This design comes from an exercise in tuning for small area and a short achievable clock period on the open sky130 flow, not from production work.
In this exercise RTL edits were held to simulation tests only and were not proved equivalent to the original.
Power and IR drop assume default switching activity.

==> run E <==
==> flow/design.v <==
module bwin #(
  parameter SH = 0,
  parameter SL = 0
) (
  input [15:0] x,
  input [5:0] ch,       
  input [6:0] chm1,     
  input [4:0] cl,       
  input [4:0] ll,       
  input wrap,           
  output y
);
  function ge;
    input [7:0] x;
    input [7:0] a;
    input strict;
    integer i;
    reg c;
    begin
      c = ~strict;
      for (i = 0; i < 8; i = i + 1)
        c = (x[i] & ~a[i]) | ((x[i] | ~a[i]) & c);
      ge = c;
    end
  endfunction
  wire [4:0] xl = x[4:0];
  wire [5:0] xh = x[10:5];
  wire z = ~|x[15:11];
  wire le_top = ge({3'b0, cl}, {3'b0, xl}, SH != 0);
  wire ge_bot = ge({3'b0, xl}, {3'b0, ll}, SL != 0);
  wire in_top = ~|(xh ^ ch);
  wire in_bot = ~|({1'b0, xh} ^ chm1);
  assign y = z & ((in_top & le_top & (wrap | ge_bot)) | (wrap & in_bot & ge_bot));
endmodule
module pwin (
  input [15:0] l,
  input [15:0] r,
  input sel_l,
  input sel_r,
  input [2:0] th,
  input [3:0] bh,       
  input [7:0] tl,
  input [7:0] bl,
  input split,
  output y
);
  function ge;
    input [7:0] x;
    input [7:0] a;
    input strict;
    integer i;
    reg c;
    begin
      c = ~strict;
      for (i = 0; i < 8; i = i + 1)
        c = (x[i] & ~a[i]) | ((x[i] | ~a[i]) & c);
      ge = c;
    end
  endfunction
  wire [10:0] p = ({11{sel_l}} & l[10:0]) | ({11{sel_r}} & r[10:0]);
  wire pz = (sel_l & ~|l[15:11]) | (sel_r & ~|r[15:11]);
  wire [7:0] pl = p[7:0];
  wire [2:0] ph = p[10:8];
  wire le_top = ge(tl, pl, 1'b0);
  wire ge_bot = ge(pl, bl, 1'b0);
  wire in_top = ~|(ph ^ th);
  wire in_bot = ~|({1'b0, ph} ^ bh);
  assign y = pz & ((in_top & le_top & (split | ge_bot)) | (split & in_bot & ge_bot));
endmodule
module pong_drawer (
  input clk,
  input rst,
  input [15:0] cursor_left_py,
  input [15:0] cursor_right_py,
  input [15:0] ball_py,
  input [15:0] ball_px,
  output [3:0] vgaRed,
  output [3:0] vgaBlue,
  output [3:0] vgaGreen,
  output Hsync,
  output Vsync
);
  localparam HO = 14;
  localparam VO = 15;
  localparam [10:0] HE = 11'd1711 + HO;
  localparam [9:0] VE = 10'd993 + VO;
  reg [10:0] hp;
  reg [9:0] vp;
  reg hs, vs;
  reg sel_l, sel_r;    
  wire hEnd = &(hp | ~HE);
  wire vEnd = &(vp | ~VE);
  always @(posedge clk) begin
    if (rst || hEnd) hp <= HO;
    else hp <= hp + 11'd1;
  end
  always @(posedge clk) begin
    if (rst || (hEnd && vEnd)) vp <= VO;
    else vp <= vp + {9'd0, hEnd};
  end
  always @(posedge clk) begin
    sel_l <= !rst && hp >= 11'd20 + HO && hp <= 11'd38 + HO;
    sel_r <= !rst && hp >= 11'd1240 + HO && hp <= 11'd1258 + HO;
  end
  always @(posedge clk) begin
    hs <= !(hp >= 11'd1359 + HO && hp <= 11'd1494 + HO);
    vs <= !(vp >= 10'd960 + VO && vp <= 10'd962 + VO);
  end
  assign Hsync = hs;
  assign Vsync = vs;
  wire active = hp < 11'd1280 + HO && vp < 10'd960 + VO;
  wire [10:0] pt = {1'b0, vp} + 11'd64;
  wire [11:0] pb = {2'b0, vp} - 12'd94;
  wire in_p;
  pwin wp (.l(cursor_left_py), .r(cursor_right_py), .sel_l(sel_l), .sel_r(sel_r),
           .th(pt[10:8]), .bh(pb[11:8]), .tl(pt[7:0]), .bl(pb[7:0]),
           .split(pt[10:8] != pb[10:8]), .y(in_p));
  wire [4:0] bx_ll = {hp[4:2] + 3'd1, hp[1:0]};
  wire bx_wrap = ~&hp[4:2];
  wire [6:0] bx_chm1 = {1'b0, hp[10:5]} - 7'd1;
  wire in_bx;
  bwin #(.SH(0), .SL(0)) wbx (.x(ball_px), .ch(hp[10:5]), .chm1(bx_chm1), .cl(hp[4:0]),
                              .ll(bx_ll), .wrap(bx_wrap), .y(in_bx));
  wire [4:0] by_ll = {vp[4:1] + 4'd1, vp[0]};
  wire by_wrap = ~&vp[4:1];
  wire [6:0] by_chm1 = {2'b0, vp[9:5]} - 7'd1;
  wire in_by;
  bwin #(.SH(1), .SL(1)) wby (.x(ball_py), .ch({1'b0, vp[9:5]}), .chm1(by_chm1), .cl(vp[4:0]),
                              .ll(by_ll), .wrap(by_wrap), .y(in_by));
  wire on = active & (in_p | (in_bx & in_by));
  assign vgaRed   = {on, on, on, active};
  assign vgaBlue  = {on, on, on, active};
  assign vgaGreen = {on, on, on, active};
endmodule
==> flow/flow/run.sh <==
#!/bin/bash
# Own layout flow: the standard synthesis script with ABC's final mapping
# script swapped for flow/abc.script (registers and names are unchanged), then
# the standard ORFS steps with plain buf_1 port buffers (the default picks a
# slow delay cell), free resizing and a setup margin for the timing repair.
set -euo pipefail
export MY_ABC_SCRIPT=$PWD/flow/abc.script
SYN="SYNTH_SCRIPT=$PWD/flow/my_synth.tcl"
EXTRA=()
[[ -f flow/extra.txt ]] && mapfile -t EXTRA < <(grep -v '^#' flow/extra.txt | grep .)
bash standard.sh "$SYN" synth > synth.log 2>&1
bash standard.sh "$SYN" "BUFFER_PORTS_ARGS=-buffer_cell sky130_fd_sc_hd__buf_1" "${EXTRA[@]}" finish > layout.log 2>&1
==> flow/flow/abc.script <==
&get -n
&st
&syn2
&if -g -K 6
&synch2
&nf
&st
&dch
&nf
&put
==> flow/flow/extra.txt <==
MATCH_CELL_FOOTPRINT=0
SETUP_SLACK_MARGIN=2.0
==> flow/flow/my_synth.tcl <==
# The standard synthesis script, with ABC's final mapping script swapped for
# $MY_ABC_SCRIPT (when set). Registers, flattening and renaming are unchanged.
proc synth {args} { yosys synth -nofsm -noshare {*}$args }
proc abc {args} {
  set i [lsearch -exact $args -script]
  if {$i >= 0 && [info exists ::env(MY_ABC_SCRIPT)] && $::env(MY_ABC_SCRIPT) ne ""} {
    lset args [expr {$i + 1}] $::env(MY_ABC_SCRIPT)
  }
  yosys abc {*}$args
}
source $::env(SCRIPTS_DIR)/synth.tcl
# left out here: clear keep_hierarchy, flatten, clean up, hide names made inside functions, write 1_2_yosys.v
==> flow/standard.sh <==
#!/bin/bash
# synth_recipe.tcl (not shown) runs the flow's synth.tcl, then flattens the netlist and writes it again
# the make line also repeats each setting of config.mk as NAME=value (left out here)
make -C /OpenROAD-flow-scripts/flow DESIGN_CONFIG=/design/flow/config.mk WORK_HOME=/design/flow/orfs CLKGATE_MAP_FILE= SYNTH_SCRIPT=/design/flow/synth_recipe.tcl "${@:-finish}"
==> flow/config.mk <==
export PLATFORM = sky130hd
export DESIGN_NAME = pong_drawer
export DESIGN_NICKNAME = pong_drawer
export VERILOG_FILES = /design/flow/design.v
export SDC_FILE = /design/flow/constraint.sdc
export NUM_CORES = 4
export LEC_CHECK = 0
export CAP_MARGIN = 20
export CORE_MARGIN = 2
export CORE_UTILIZATION = 40
export SLEW_MARGIN = 20
==> flow/constraint.sdc <==
create_clock -name core_clock -period 6.0 [get_ports {clk}]
set_input_delay 1.2000 -clock core_clock [delete_from_list [all_inputs] [get_ports {clk}]]
set_output_delay 1.2000 -clock core_clock [all_outputs]
set_load 0.01 [all_outputs]
==> run H: changes against run E <==
==> flow/flow/run.sh (replaced) <==
#!/bin/bash
# Own layout flow. It differs from the standard layout only in settings:
#  - synthesis is the standard synthesis script (flow/my_synth.tcl is
#    synth_recipe.tcl with ABC's mapping script swapped for flow/abc.script, a
#    delay-oriented "map"); registers, flattening and names are unchanged;
#  - flow/extra.txt (one make setting per line, used for every step) turns off
#    Yosys's half/full-adder cell mapping (ADDER_MAP_FILE empty, so ABC maps
#    that logic too), adds slow complex cells (or3/or4/and3/and4/maj3/...)
#    to the platform's don't-use list, lets resizing change footprints and
#    sets a setup margin for the timing repair;
#  - port buffers are plain buf_1 cells (the default picks a slow delay cell).
# Each make run's full output goes to its own log here (synth.log, layout.log);
# ORFS keeps each tool's log under orfs/logs/.
set -euo pipefail
export MY_ABC_SCRIPT=$PWD/flow/abc.script
SYN="SYNTH_SCRIPT=$PWD/flow/my_synth.tcl"
EXTRA=()
[[ -f flow/extra.txt ]] && mapfile -t EXTRA < <(grep -v '^#' flow/extra.txt | grep .)
bash standard.sh "$SYN" "${EXTRA[@]}" synth > synth.log 2>&1
bash standard.sh "$SYN" "BUFFER_PORTS_ARGS=-buffer_cell sky130_fd_sc_hd__buf_1" "${EXTRA[@]}" finish > layout.log 2>&1
==> flow/flow/abc.script (replaced) <==
strash
dch
map
topo
==> flow/flow/extra.txt (replaced) <==
MATCH_CELL_FOOTPRINT=0
SETUP_SLACK_MARGIN=2.0
ADDER_MAP_FILE=
DONT_USE_CELLS=sky130_fd_sc_hd__lpflow_bleeder_1 sky130_fd_sc_hd__lpflow_clkbufkapwr_1 sky130_fd_sc_hd__lpflow_clkbufkapwr_16 sky130_fd_sc_hd__lpflow_clkbufkapwr_2 sky130_fd_sc_hd__lpflow_clkbufkapwr_4 sky130_fd_sc_hd__lpflow_clkbufkapwr_8 sky130_fd_sc_hd__lpflow_clkinvkapwr_1 sky130_fd_sc_hd__lpflow_clkinvkapwr_16 sky130_fd_sc_hd__lpflow_clkinvkapwr_2 sky130_fd_sc_hd__lpflow_clkinvkapwr_4 sky130_fd_sc_hd__lpflow_clkinvkapwr_8 sky130_fd_sc_hd__lpflow_decapkapwr_12 sky130_fd_sc_hd__lpflow_decapkapwr_3 sky130_fd_sc_hd__lpflow_decapkapwr_4 sky130_fd_sc_hd__lpflow_decapkapwr_6 sky130_fd_sc_hd__lpflow_decapkapwr_8 sky130_fd_sc_hd__lpflow_inputiso0n_1 sky130_fd_sc_hd__lpflow_inputiso0p_1 sky130_fd_sc_hd__lpflow_inputiso1n_1 sky130_fd_sc_hd__lpflow_inputiso1p_1 sky130_fd_sc_hd__lpflow_inputisolatch_1 sky130_fd_sc_hd__lpflow_isobufsrc_1 sky130_fd_sc_hd__lpflow_isobufsrc_16 sky130_fd_sc_hd__lpflow_isobufsrc_2 sky130_fd_sc_hd__lpflow_isobufsrc_4 sky130_fd_sc_hd__lpflow_isobufsrc_8 sky130_fd_sc_hd__lpflow_isobufsrckapwr_16 sky130_fd_sc_hd__lpflow_lsbuf_lh_hl_isowell_tap_1 sky130_fd_sc_hd__lpflow_lsbuf_lh_hl_isowell_tap_2 sky130_fd_sc_hd__lpflow_lsbuf_lh_hl_isowell_tap_4 sky130_fd_sc_hd__lpflow_lsbuf_lh_isowell_4 sky130_fd_sc_hd__lpflow_lsbuf_lh_isowell_tap_1 sky130_fd_sc_hd__lpflow_lsbuf_lh_isowell_tap_2 sky130_fd_sc_hd__lpflow_lsbuf_lh_isowell_tap_4 sky130_fd_sc_hd__probe_p_8 sky130_fd_sc_hd__probec_p_8  sky130_fd_sc_hd__a2111o_1 sky130_fd_sc_hd__a2111o_2 sky130_fd_sc_hd__a2111o_4 sky130_fd_sc_hd__a2111oi_0 sky130_fd_sc_hd__a2111oi_1 sky130_fd_sc_hd__a2111oi_2 sky130_fd_sc_hd__a2111oi_4 sky130_fd_sc_hd__a21boi_0 sky130_fd_sc_hd__and2_0 sky130_fd_sc_hd__and3_1 sky130_fd_sc_hd__and3_2 sky130_fd_sc_hd__and3_4 sky130_fd_sc_hd__and3b_1 sky130_fd_sc_hd__and3b_2 sky130_fd_sc_hd__and3b_4 sky130_fd_sc_hd__and4_1 sky130_fd_sc_hd__and4_2 sky130_fd_sc_hd__and4_4 sky130_fd_sc_hd__and4b_1 sky130_fd_sc_hd__and4b_2 sky130_fd_sc_hd__and4b_4 sky130_fd_sc_hd__and4bb_1 sky130_fd_sc_hd__and4bb_2 sky130_fd_sc_hd__and4bb_4 sky130_fd_sc_hd__einvn_0 sky130_fd_sc_hd__maj3_1 sky130_fd_sc_hd__maj3_2 sky130_fd_sc_hd__maj3_4 sky130_fd_sc_hd__o2111a_1 sky130_fd_sc_hd__o2111a_2 sky130_fd_sc_hd__o2111a_4 sky130_fd_sc_hd__o2111ai_1 sky130_fd_sc_hd__o2111ai_2 sky130_fd_sc_hd__o2111ai_4 sky130_fd_sc_hd__o21ai_0 sky130_fd_sc_hd__o311ai_0 sky130_fd_sc_hd__or2_0 sky130_fd_sc_hd__or3_1 sky130_fd_sc_hd__or3_2 sky130_fd_sc_hd__or3_4 sky130_fd_sc_hd__or3b_1 sky130_fd_sc_hd__or3b_2 sky130_fd_sc_hd__or3b_4 sky130_fd_sc_hd__or4_1 sky130_fd_sc_hd__or4_2 sky130_fd_sc_hd__or4_4 sky130_fd_sc_hd__or4b_1 sky130_fd_sc_hd__or4b_2 sky130_fd_sc_hd__or4b_4 sky130_fd_sc_hd__or4bb_1 sky130_fd_sc_hd__or4bb_2 sky130_fd_sc_hd__or4bb_4 
==> notes <==
- In run E the clock-buffer cell count is lower than in run H, by 1.
- Between run E and run H, the lower critical path depth is in run E (gap 1).
- Register-to-register slack: run E is worse than run H (0.31 ns).
- Sequential power: run E is higher than run H (about 6%).
- Core utilization: run H is higher than run E (0.57 points).
- Of run E and run H, run H has the higher worst setup slack (gap 0.50 ns).
- In run E the combinational power is higher than in run H, by about 30%.

afterwards: timing with drivers on the ports:
Ports are ideal in the flow. The routed layouts listed here were re-timed in OpenROAD.
Step 1 (the two cells are an assumption about what drives the block):
set clk [get_ports {clk}]
set_driving_cell -lib_cell sky130_fd_sc_hd__clkbuf_16 $clk
set_driving_cell -lib_cell sky130_fd_sc_hd__buf_2 [delete_from_list [all_inputs] $clk]
Step 2 times the ports against the registers' clock, not the clock port: input delays grow and output delays shrink by t, the midpoint of the rising clock arrivals with the driver on.
Three values: no drivers, after step 1, after step 2; two values: the first two.
run | shift t [ns] | setup slack, ns | worst data-port slew with drivers (ns)
run E | 0.298 | 1.510 / 1.491 / 1.491 | 0.04
run H | 0.291 | 2.005 / 1.985 / 1.985 | 0.03
After both steps every run listed still meets setup and hold. For run H, which loses most, drivers alone change the setup slack by -0.020 ns; drivers and shift together by -0.020 ns.
